Source: an optimization exercise on an open RTL-to-GDS flow (aim: small area, a short achievable clock period and few clock cycles). Production flows keep margins and buffers that such runs may drop.
Function was checked by simulation only, so behaviour that the tests miss may differ from the original.

==> design.v <==
module adder_fp(
	input logic clk, rst, start, op,
	input logic [31:0] A, B,
	output logic ready, busy,
	output logic [31:0] Y	
);
	logic [3:0] state;  
	parameter idle = 4'd0, active = 4'd1, checkNaN = 4'd2, checkInfinity = 4'd3, oneInfinity = 4'd4, 
		exponentCheck = 4'd5, operation = 4'd6, addition = 4'd7, subtraction = 4'd8, leadingZero = 4'd9, 
		chooseSign = 4'd10, Asign = 4'd11, notAsign = 4'd12, finished = 4'd13;
	logic A_sign, B_sign;
	logic [23:0] A_mantissa, B_mantissa, final_mantissa;
	logic [7:0] A_exponent, B_exponent, final_exponent;
	logic [24:0] output_mantissa;
	always_ff @(posedge clk) begin
		if (rst) begin
			state <= idle;
			ready <= 0;
			busy <= 0;
		end
		else case(state)
			idle: begin
				if (start) begin
					state <= active;
					ready <= 0;
					A_sign <= A[31];
					A_exponent <= A[30:23];
					A_mantissa <= {1'b1, A[22:0]};
					B_sign <= B[31];
					B_exponent <= B[30:23];
					B_mantissa <= {1'b1, B[22:0]};
				end
				else begin
					ready <= 0;
					busy <= 0;
					state <= state;
				end
			end
			active: begin
				busy <= 1;
				state <= checkNaN;
			end
			checkNaN: begin
				if(((A_exponent == 8'b11111111) && (A_mantissa[22:0] > 0)) || ((B_exponent == 8'b11111111) && (B_mantissa[22:0] > 0))) begin
					Y <= {1'b0,8'b11111111,22'b0,1'b1};
					state <= finished;
				end
				else begin
					state <= checkInfinity;
				end
			end
			checkInfinity: begin
				if ((A_exponent == 8'b11111111 && A_mantissa[22:0] == 0) && (B_exponent == 8'b11111111 && B_mantissa[22:0] == 0)) begin
					if (A_sign == B_sign) begin
						Y <= {A_sign, A_exponent, A_mantissa[22:0]};
						state <= finished;
					end
					else begin
						Y <= {1'b0,8'b11111111,22'b0,1'b1};
						state <= finished;
					end
				end
				else begin
					state <= oneInfinity;
				end
			end
			oneInfinity: begin
				if (A_exponent == 8'b11111111 && A_mantissa[22:0] == 0) begin
					Y <= {A_sign, A_exponent, A_mantissa[22:0]};
					state <= finished;
				end
				else if (B_exponent == 8'b11111111 && B_mantissa[22:0] == 0) begin
					Y <= {B_sign, B_exponent, B_mantissa[22:0]};
					state <= finished;
				end
				else begin
					state <= exponentCheck;
				end
			end
			exponentCheck: begin
				if (A_exponent < B_exponent) begin
					A_mantissa <= A_mantissa >> (B_exponent - A_exponent);
					final_exponent <= B_exponent;
				end
				else begin 
					B_mantissa <= B_mantissa >> (A_exponent - B_exponent);
					final_exponent <= A_exponent;
				end
				state <= operation;
			end
			operation: begin
					if ((!op && !A_sign && !B_sign) || (!op && A_sign && B_sign) || (op && !A_sign && B_sign) || (op && A_sign && !B_sign)) begin
						output_mantissa <= A_mantissa + B_mantissa;
						state <= addition;
					end
					else begin
						state <= subtraction;
					end
			end
			addition: begin
				if (output_mantissa[24] == 1) begin
					final_exponent <= final_exponent + 1;
					if (output_mantissa[0] == 1) begin
						final_mantissa <= output_mantissa[24:1] + 1;
					end
					else begin
						final_mantissa <= output_mantissa[24:1];
					end
					if (final_exponent == 255) begin
						final_mantissa <= 0;
					end
				end
				else begin
					final_mantissa <= output_mantissa[23:0];
				end
				state <= Asign;
			end
			subtraction: begin
				if (A_mantissa < B_mantissa) begin 
					output_mantissa <= B_mantissa - A_mantissa;
					state <= leadingZero;
				end
				else if (B_mantissa < A_mantissa) begin
					output_mantissa <= A_mantissa - B_mantissa;
					state <= leadingZero;
				end
				else begin
						Y <= 0;
						state <= finished;
				end
			end
			leadingZero: begin
				if (output_mantissa[23] != 0) begin
					state <= chooseSign;
				end
				else begin
					output_mantissa <= output_mantissa << 1;
					final_exponent <= final_exponent - 1;
					state <= leadingZero;
				end
			end
			chooseSign: begin
				if (A_mantissa < B_mantissa) begin
					state <= notAsign;
				end
				else begin
					state <= Asign;
				end
				final_mantissa <= output_mantissa[23:0];
			end
			Asign: begin
				Y <= {A_sign, final_exponent, final_mantissa[22:0]};
				state <= finished;
			end
			notAsign: begin
				Y <= {!A_sign, final_exponent, final_mantissa[22:0]};
				state <= finished;
			end
			finished: begin
				ready <= 1;
				state <= idle; 
			end
		endcase
	end
endmodule
module multiplier_fp(
	input logic clk, rst, start,
	input logic [31:0] A, B,
	output logic ready, busy,
	output logic [31:0] Y
);
	logic [3:0] state;  
	parameter idle = 4'd0, active = 4'd1, checkNaN = 4'd2, checkInfinity = 4'd3, oneInfinity = 4'd4, 
		exponentSum = 4'd5, normalize = 4'd6, shift = 4'd7, round = 4'd8, noRound = 4'd9, stillnormalized = 4'd10, 
		normalizeAgain = 4'd11, chooseSign = 4'd12, finished = 4'd13;
	logic A_sign, B_sign;
	logic [23:0] A_mantissa, B_mantissa;
	logic [24:0] final_mantissa;
	logic [7:0] A_exponent, B_exponent;
	logic signed [9:0] final_exponent;
	logic [47:0] output_mantissa;
	integer i;
	always_ff @(posedge clk) begin
		if (rst) begin
			state <= idle;
			ready <= 0;
			busy <= 0;
		end
		else case(state)
			idle: begin
				if (start) begin
					state <= active;
					ready <= 0;
					A_sign <= A[31];
					A_exponent <= A[30:23];
					A_mantissa <= {1'b1, A[22:0]};
					B_sign <= B[31];
					B_exponent <= B[30:23];
					B_mantissa <= {1'b1, B[22:0]};
				end
				else begin
					ready <= 0;
					busy <= 0;
					state <= state;
					i <= 0;
				end
			end
			active: begin
				busy <= 1;
				state <= checkNaN;
				i <= 0;
			end
			checkNaN: begin
				if(((A_exponent == 8'b11111111) && (A_mantissa[22:0] > 0)) || ((B_exponent == 8'b11111111) && (B_mantissa[22:0] > 0))) begin
					Y <= {1'b0,8'b11111111,22'b0,1'b1};
					state <= finished;
				end
				else begin
					state <= checkInfinity;
				end
			end
			checkInfinity: begin
				if ((A_exponent == 8'b11111111 && A_mantissa[22:0] == 0) && (B_exponent == 8'b11111111 && B_mantissa[22:0] == 0)) begin
					if (A_sign == B_sign) begin
						Y <= {A_sign, A_exponent, A_mantissa[22:0]};
						state <= finished;
					end
					else begin
						Y <= {1'b0,8'b11111111,22'b0,1'b1};
						state <= finished;
					end
				end
				else begin
					state <= oneInfinity;
				end
			end
			oneInfinity: begin
				if (A_exponent == 8'b11111111 && A_mantissa[22:0] == 0) begin
					Y <= {A_sign, A_exponent, A_mantissa[22:0]};
					state <= finished;
				end
				else if (B_exponent == 8'b11111111 && B_mantissa[22:0] == 0) begin
					Y <= {B_sign, B_exponent, B_mantissa[22:0]};
					state <= finished;
				end
				else begin
					final_exponent <= (A_exponent + B_exponent) - 127;
					state <= exponentSum;
				end
			end
			exponentSum: begin
				if((final_exponent > 254) || (final_exponent < 1)) begin
					Y <= {1'b0,8'b11111111,22'b0,1'b1};
					state <= finished;
				end
				else begin
					output_mantissa <= A_mantissa * B_mantissa;
					state <= normalize;
				end
			end
			normalize: begin
				if (output_mantissa[47] == 1) begin
					i <= 1;  
					state <= shift;
				end
				else begin
					state <= shift;
				end
			end
			shift: begin
				if (i == 1) begin
					final_exponent <= final_exponent + 1;
					output_mantissa <= output_mantissa >> 23;
					state <= round;
				end
				else begin
					output_mantissa <= output_mantissa >> 23;
					state <= noRound;
				end
			end
			round: begin
				if(final_exponent[8] == 1) begin
					Y <= {1'b0,8'b11111111,22'b0,1'b1};
					state <= finished;
				end
				else begin
					if (output_mantissa[0] == 1) begin
						final_mantissa <= output_mantissa[24:1] + 1;
					end
					else begin
						final_mantissa <= output_mantissa[24:1];
					end
				end
				state <= stillnormalized;
			end
			noRound: begin
				final_mantissa <= output_mantissa[23:0];
				state <= chooseSign;
			end
			stillnormalized: begin
				if(final_exponent[8] == 1) begin
					Y <= {1'b0,8'b11111111,22'b0,1'b1};
					state <= finished;
				end
				else if(final_mantissa[24] == 1) begin
					state <= normalizeAgain;
				end
				else begin
					state <= chooseSign;
				end
			end
			normalizeAgain: begin
				if (final_mantissa[0] == 0) begin
					final_mantissa <= final_mantissa >> 1;
					final_exponent <= final_exponent + 1;
					state <= chooseSign;
				end
				else begin
					final_mantissa <= final_mantissa[24:1] + 1;
					final_exponent <= final_exponent + 1;
					state <= stillnormalized;
				end
			end
			chooseSign: begin
				if( A_sign == B_sign ) begin
					Y <= {1'b0, final_exponent[7:0], final_mantissa[22:0]};
				end
				else begin
					Y <= {1'b1, final_exponent[7:0], final_mantissa[22:0]};
				end
				state <= finished;
			end
			finished: begin
				ready <= 1;
				state <= idle; 
			end
		endcase
	end
endmodule
module ALU(
		input logic [31:0] A, B,
		input logic Func,
		input logic clk, rst, start_add, start_mul,
		output logic [31:0] out, 
		output logic ready, ready_add, ready_mul, busy_add, busy_mul
		);
logic [32:0] tempRes;
logic [31:0] add_fp_out;
logic [31:0] mult_fp_out;
adder_fp adder_fp32(clk, rst, start_add, 1'b0, A, B, ready_add, busy_add, add_fp_out);
multiplier_fp mult_fp32(clk, rst, start_mul, A, B, ready_mul, busy_mul, mult_fp_out);
assign ready = Func ? ready_mul : ready_add;
always_comb
begin
	case (Func)
		1'b0: tempRes = {1'b0, add_fp_out};
		1'b1: tempRes = {1'b0, mult_fp_out};
	endcase
	out = tempRes[31:0];
end
endmodule
module lanes(dataA0, dataB0, dataA1, dataB1, dataA2, dataB2, dataA3, dataB3,
				func, clk, rst, start_add, start_mul, result0, result1, result2, result3, ready);
	input logic [31:0] dataA0, dataB0, dataA1, dataB1, dataA2, dataB2, dataA3, dataB3;
	input logic func;
	input logic clk, rst, start_add, start_mul;
	output logic [31:0] result0, result1, result2, result3;
	output logic [3:0] ready;
	logic ready_add0, ready_mul0, busy_add0, busy_mul0;
	logic ready_add1, ready_mul1, busy_add1, busy_mul1;
	logic ready_add2, ready_mul2, busy_add2, busy_mul2;
	logic ready_add3, ready_mul3, busy_add3, busy_mul3;
	ALU alu0(dataA0, dataB0, func, clk, rst, start_add, start_mul, result0, ready[0], ready_add0, ready_mul0, busy_add0, busy_mul0);
	ALU alu1(dataA1, dataB1, func, clk, rst, start_add, start_mul, result1, ready[1], ready_add1, ready_mul1, busy_add1, busy_mul1);
	ALU alu2(dataA2, dataB2, func, clk, rst, start_add, start_mul, result2, ready[2], ready_add2, ready_mul2, busy_add2, busy_mul2);
	ALU alu3(dataA3, dataB3, func, clk, rst, start_add, start_mul, result3, ready[3], ready_add3, ready_mul3, busy_add3, busy_mul3);
endmodule
module vec_fpu(
	input  logic        clk,
	input  logic        rst,
	input  logic        start,
	input  logic        func,
	input  logic [31:0] a0, b0, a1, b1, a2, b2, a3, b3,
	output logic        ready,
	output logic        done,
	output logic [31:0] r0, r1, r2, r3
);
	logic       running;
	logic       func_q;
	logic [3:0] lane_ready, lane_seen, lane_done;
	logic       accept;
	assign accept = start & ready;
	lanes alus(a0, b0, a1, b1, a2, b2, a3, b3,
	           func_q, clk, rst, accept & ~func, accept & func,
	           r0, r1, r2, r3, lane_ready);
	assign lane_done = lane_seen | lane_ready;
	assign done      = running & (&lane_done);
	assign ready     = ~running | done;
	always_ff @(posedge clk) begin
		if (rst) begin
			running   <= 1'b0;
			func_q    <= 1'b0;
			lane_seen <= 4'b0;
		end
		else begin
			if (accept) begin
				running   <= 1'b1;
				func_q    <= func;
				lane_seen <= 4'b0;
			end
			else begin
				if (done)
					running <= 1'b0;
				lane_seen <= lane_done;
			end
		end
	end
endmodule
==> run.sh <==
#!/bin/bash
# synth_recipe.tcl (not shown) runs the flow's synth.tcl, then flattens the netlist and writes it again
# the make line also repeats each setting of config.mk as NAME=value (left out here)
make -C /OpenROAD-flow-scripts/flow DESIGN_CONFIG=/design/flow/config.mk WORK_HOME=/design/flow/orfs CLKGATE_MAP_FILE= SYNTH_SCRIPT=/design/flow/synth_recipe.tcl finish
==> config.mk <==
export PLATFORM = sky130hd
export DESIGN_NAME = vec_fpu
export DESIGN_NICKNAME = vec_fpu
export VERILOG_FILES = /design/flow/design.v
export SDC_FILE = /design/flow/constraint.sdc
export NUM_CORES = 4
export LEC_CHECK = 0
export CAP_MARGIN = 20
export CORE_MARGIN = 2
export CORE_UTILIZATION = 40
export PLACE_DENSITY = 0.6
export SLEW_MARGIN = 20
==> constraint.sdc <==
create_clock -name core_clock -period 10.0 [get_ports {clk}]
set_input_delay 2.0000 -clock core_clock [delete_from_list [all_inputs] [get_ports {clk}]]
set_output_delay 2.0000 -clock core_clock [all_outputs]
set_load 0.01 [all_outputs]
==> qor.csv <==
stage;metric;value;unit
detailed_routing;drtAntennaViolNets;0;
detailed_routing;drc;0;
timing;tightest_slew;1180;ps
worst_hold_path;min_path_cells;2;
synthesis;syn_area;168000;um^2
critical_path;crit_path_end_kind;flip-flop;
run;max_cap_violations;0;
clocking;cts_buffer_depth;4;
detailed_routing;routedWlPerCell;24.7;um
critical_path;rrSetupSlack;1490;ps
layout;area_growth;9.79;%
global_route;antenna_found_initial;37;
die;die_w;653;um
die;num_rows;238;
placement;gp_congestion;0.959;
clocking;clock_latency;910;ps
synthesis;synthTopCellsByArea;edfxtp_1 (24%), fa_1 (23%), ha_1 (8.4%), inv_1 (6.6%), nand2_1 (4.9%);
critical_path;r2r-start;alus.alu0.mult_fp32.B_mantissa[3];
layout;num-nets-final;21800;
synthesis;syn_nets;21800;
critical_path;cp.required;10600;ps
critical_path;startpoint_type;flip-flop;
detailed_routing;wl_met3;55200;um
clocking;cts.sink_count;1382;
detailed_routing;wirelength;595000;um
critical_path;max_stage_delay;850;ps
synthesis;synth_edf_count;1336;
synthesis;yosysTopAreaCell;edfxtp_1;
layout;layout-drive-gt1-share;0.0573;
detailed_routing;wl_met2;266000;um
critical_path;cp.arrival;9110;ps
detailed_routing;viasPerCell;5.73;
synthesis;synthArstFlopShare;0;
synthesis;syn_inst;18500;
global_route;grt_pass1_vias;137000;
placement;dp_hpwl;464000;um
synthesis;synth_area_per_cell;9.11;um^2
synthesis;ys_ff_latch;1382;
synthesis;synth_common_cells;inv_1 (2,963), nand2_1 (2,200), fa_1 (1,956);
critical_path;reg2reg_depth;26;
clocking;ctsHtreeMaxLevel;4;
clocking;cts_buffers;174;
detailed_routing;top_layer_used;met5;
timing;rsz0062_at_grt;false;
critical_path;crit_buf_inv;6;
detailed_routing;routed-via-count;138000;
synthesis;synth.top_cell.area_share;0.238;
clocking;hold_buffers;0;
timing;max_clock_freq;0.118;GHz
placement;port_buffers;389;
critical_path;cpMostUsedCell;fa_1;
synthesis;post-synth-top-count-cell;inv_1;
synthesis;synthFlopType;edfxtp_1;
global_route;grt-ovfl-total;0;
timing;finClkSkew;65.9;ps
timing;period_share;0.851;
die;start_util;0.401;
timing;drv_slew;0;
timing;hold_viol_final;0;
die;dieHeight;653;um
worst_hold_path;hold_path_startpoint;alus.alu0.adder_fp32.ready;
synthesis;ys_warn_count;4;
layout;fin_util;0.441;
timing;finalSetupTns;0;ps
detailed_routing;drtIter0Drc;17000;
clocking;root_buffer;clkbuf_16;
worst_hold_path;whs_endpoint;alus.alu0.adder_fp32.ready;
critical_path;critical_path.top_delay_family;adder cells;
clocking;post_cts_buffers;0;
timing;setup_viol;0;
die;core;420000;um^2
die;die_area;426000;um^2
detailed_routing;dr.pass1.iters;14;
synthesis;synth-seq-area-share;0.244;
global_route;grt_first_pass_wirelength;889000;um
die;pin_count;390;
global_route;grt_start_max_net_pins;69;
clocking;path_clk_slew;60;ps
critical_path;cp_max_fo;16;
critical_path;cp_slowest_cell;edfxtp_1;
critical_path;timing.rr.end;alus.alu0.mult_fp32.output_mantissa[42];
critical_path;cp_num_cells;26;
critical_path;critPathKind;reg2reg;
timing;post-route-min-period;8510;ps
timing;slew_headroom;0.213;
global_route;grt_use_total;0.275;
synthesis;yosysUniqueCellTypes;92;
clocking;cts_resized;0;
outcome;status;timing/DRC/antenna clean;
detailed_routing;drt-met1-wl;243000;um
worst_hold_path;holdCritPathClass;reg2reg;
clocking;cts_tree;done;
==> cells in the final DEF, fill, tap and decap left out, types with 104 or more instances in the layout <==
master,instances
a21o_1,205
a21oi_1,833
a222oi_1,179
a22o_1,149
and2_1,1040
buf_4,384
clkbuf_16,177
clkdlybuf4s50_1,388
edfxtp_1,1336
fa_1,1955
ha_1,1128
inv_1,2962
mux2_2,162
mux2i_1,202
nand2_1,2200
nand2b_1,122
nand3_1,314
nand4_1,220
nor2_1,1067
nor2b_1,104
nor3_1,187
nor4_1,124
o211ai_1,122
o21ai_0,869
xnor2_1,307
xor2_1,220
==> cell families (layout without fill, tap and decap cells) <==
logic type	count (synthesis)	in the layout	synth area share
simple gates	5715	5715	0.161
compound gates	3360	3360	0.131
xor+xnor	540	540	0.0281
flops	1382	1382	0.244
buf+inv	3977	4072	0.0890
mux	421	421	0.0305
fa+ha+maj	3088	3088	0.317
other cells	0	20	0
==> routing by layer <==
layer	vias to the layer above	global-route usage
met1	68600	0.373
li1	61600	-
met4	14	0.121
met5	-	0
met3	1294	0.0509
met2	6828	0.429
==> worst reg2reg max path, cell delays in order, from the launching register on <==
cell and delay, ps:
edfxtp_1 850, buf_4 380, nand2_1 120, fa_1 550
inv_1 50, fa_1 470, inv_1 60, fa_1 520
fa_1 530, inv_1 60, fa_1 490, fa_1 500
inv_1 50, fa_1 470, inv_1 40, ha_1 340
o21ai_0 150, a211oi_1 310, a21oi_1 130, a311oi_1 380
o211ai_1 330, o31ai_1 420, a311oi_1 190, o211ai_1 410
a41oi_1 200, xor2_1 170, nor2_1 50
==> worst max path at each step <==
stage | startpoint | to | slack [ps]
finish | alus.alu0.mult_fp32.B_mantissa[3] | alus.alu0.mult_fp32.output_mantissa[42] | 1490
global route | alus.alu0.mult_fp32.B_mantissa[3] | alus.alu0.mult_fp32.output_mantissa[42] | 1110
CTS | alus.alu2.mult_fp32.A_mantissa[16] | alus.alu2.mult_fp32.output_mantissa[47] | 1540
detailed placement | alus.alu2.mult_fp32.A_mantissa[16] | alus.alu2.mult_fp32.output_mantissa[47] | 1560
global placement | alus.alu0.mult_fp32.B_mantissa[3] | alus.alu0.mult_fp32.output_mantissa[42] | 1740
floorplan | rst | alus.alu3.mult_fp32.A_exponent[0] | 810
==> state kept, by name, summed over array words and instances, names as in the netlist, 48 cells and up <==
| signal | flops |
|---|---|
| alus.alu2.mult_fp32.output_mantissa | 48 |
| alus.alu0.mult_fp32.output_mantissa | 48 |
| alus.alu1.mult_fp32.output_mantissa | 48 |
| alus.alu3.mult_fp32.output_mantissa | 48 |
==> cell type report <==
class	count	area (um^2)
clock buffer	197	4510
clock inverter	119	1340
multi-input combinational	13100	113000
timing repair buffer	778	6850
sequential	1382	41000
inverter	2978	11200
fill	40800	235000
tap	5520	6910
antenna	20	50.0
==> metrics by stage <==
| stage | instance area (um^2) | hold WS, ps | std cells | setup WS, ps |
|---|---|---|---|---|
| 6_report | 185000 | 491 | 24100 | 1490 |
| 5_1_grt | 185000 | 505 | 24100 | 1110 |
| 4_1_cts | 185000 | 492 | 24100 | 1540 |
| 3_5_place_dp | 179000 | 476 | 23800 | 1560 |
| 3_3_place_gp | 179000 | 468 | 23800 | 1740 |
| 2_1_floorplan | 168000 | 448 | 18500 | 814 |
Testbench counts, summed over its fixed seeds: cycles 19,682.

==> afterwards: timing with drivers on the ports <==
How much do the figures lean on ideal ports? The routed layout below was timed once more, with nothing changed but the port constraints.
Step 1: set_driving_cell puts a clkbuf_16 on clk and a buf_2 on each other input, an assumption about the parent block.
Step 2 moves the port delays by t, midway between the first and last clock arrival at a register: inputs arrive t later, outputs are due t later. That takes back most of the time a late clock gives input paths.
Slacks: ideal / step 1 / step 2; pairs: ideal / step 1.
t, ns: 0.987
setup WS [ns]: 1.494 / 1.494 / 1.494
worst data-port slew with drivers (ns): 0.31
After both steps setup and hold are still met in this run. For this run, drivers alone change the setup slack by 0.000 ns; drivers and shift together by 0.000 ns.
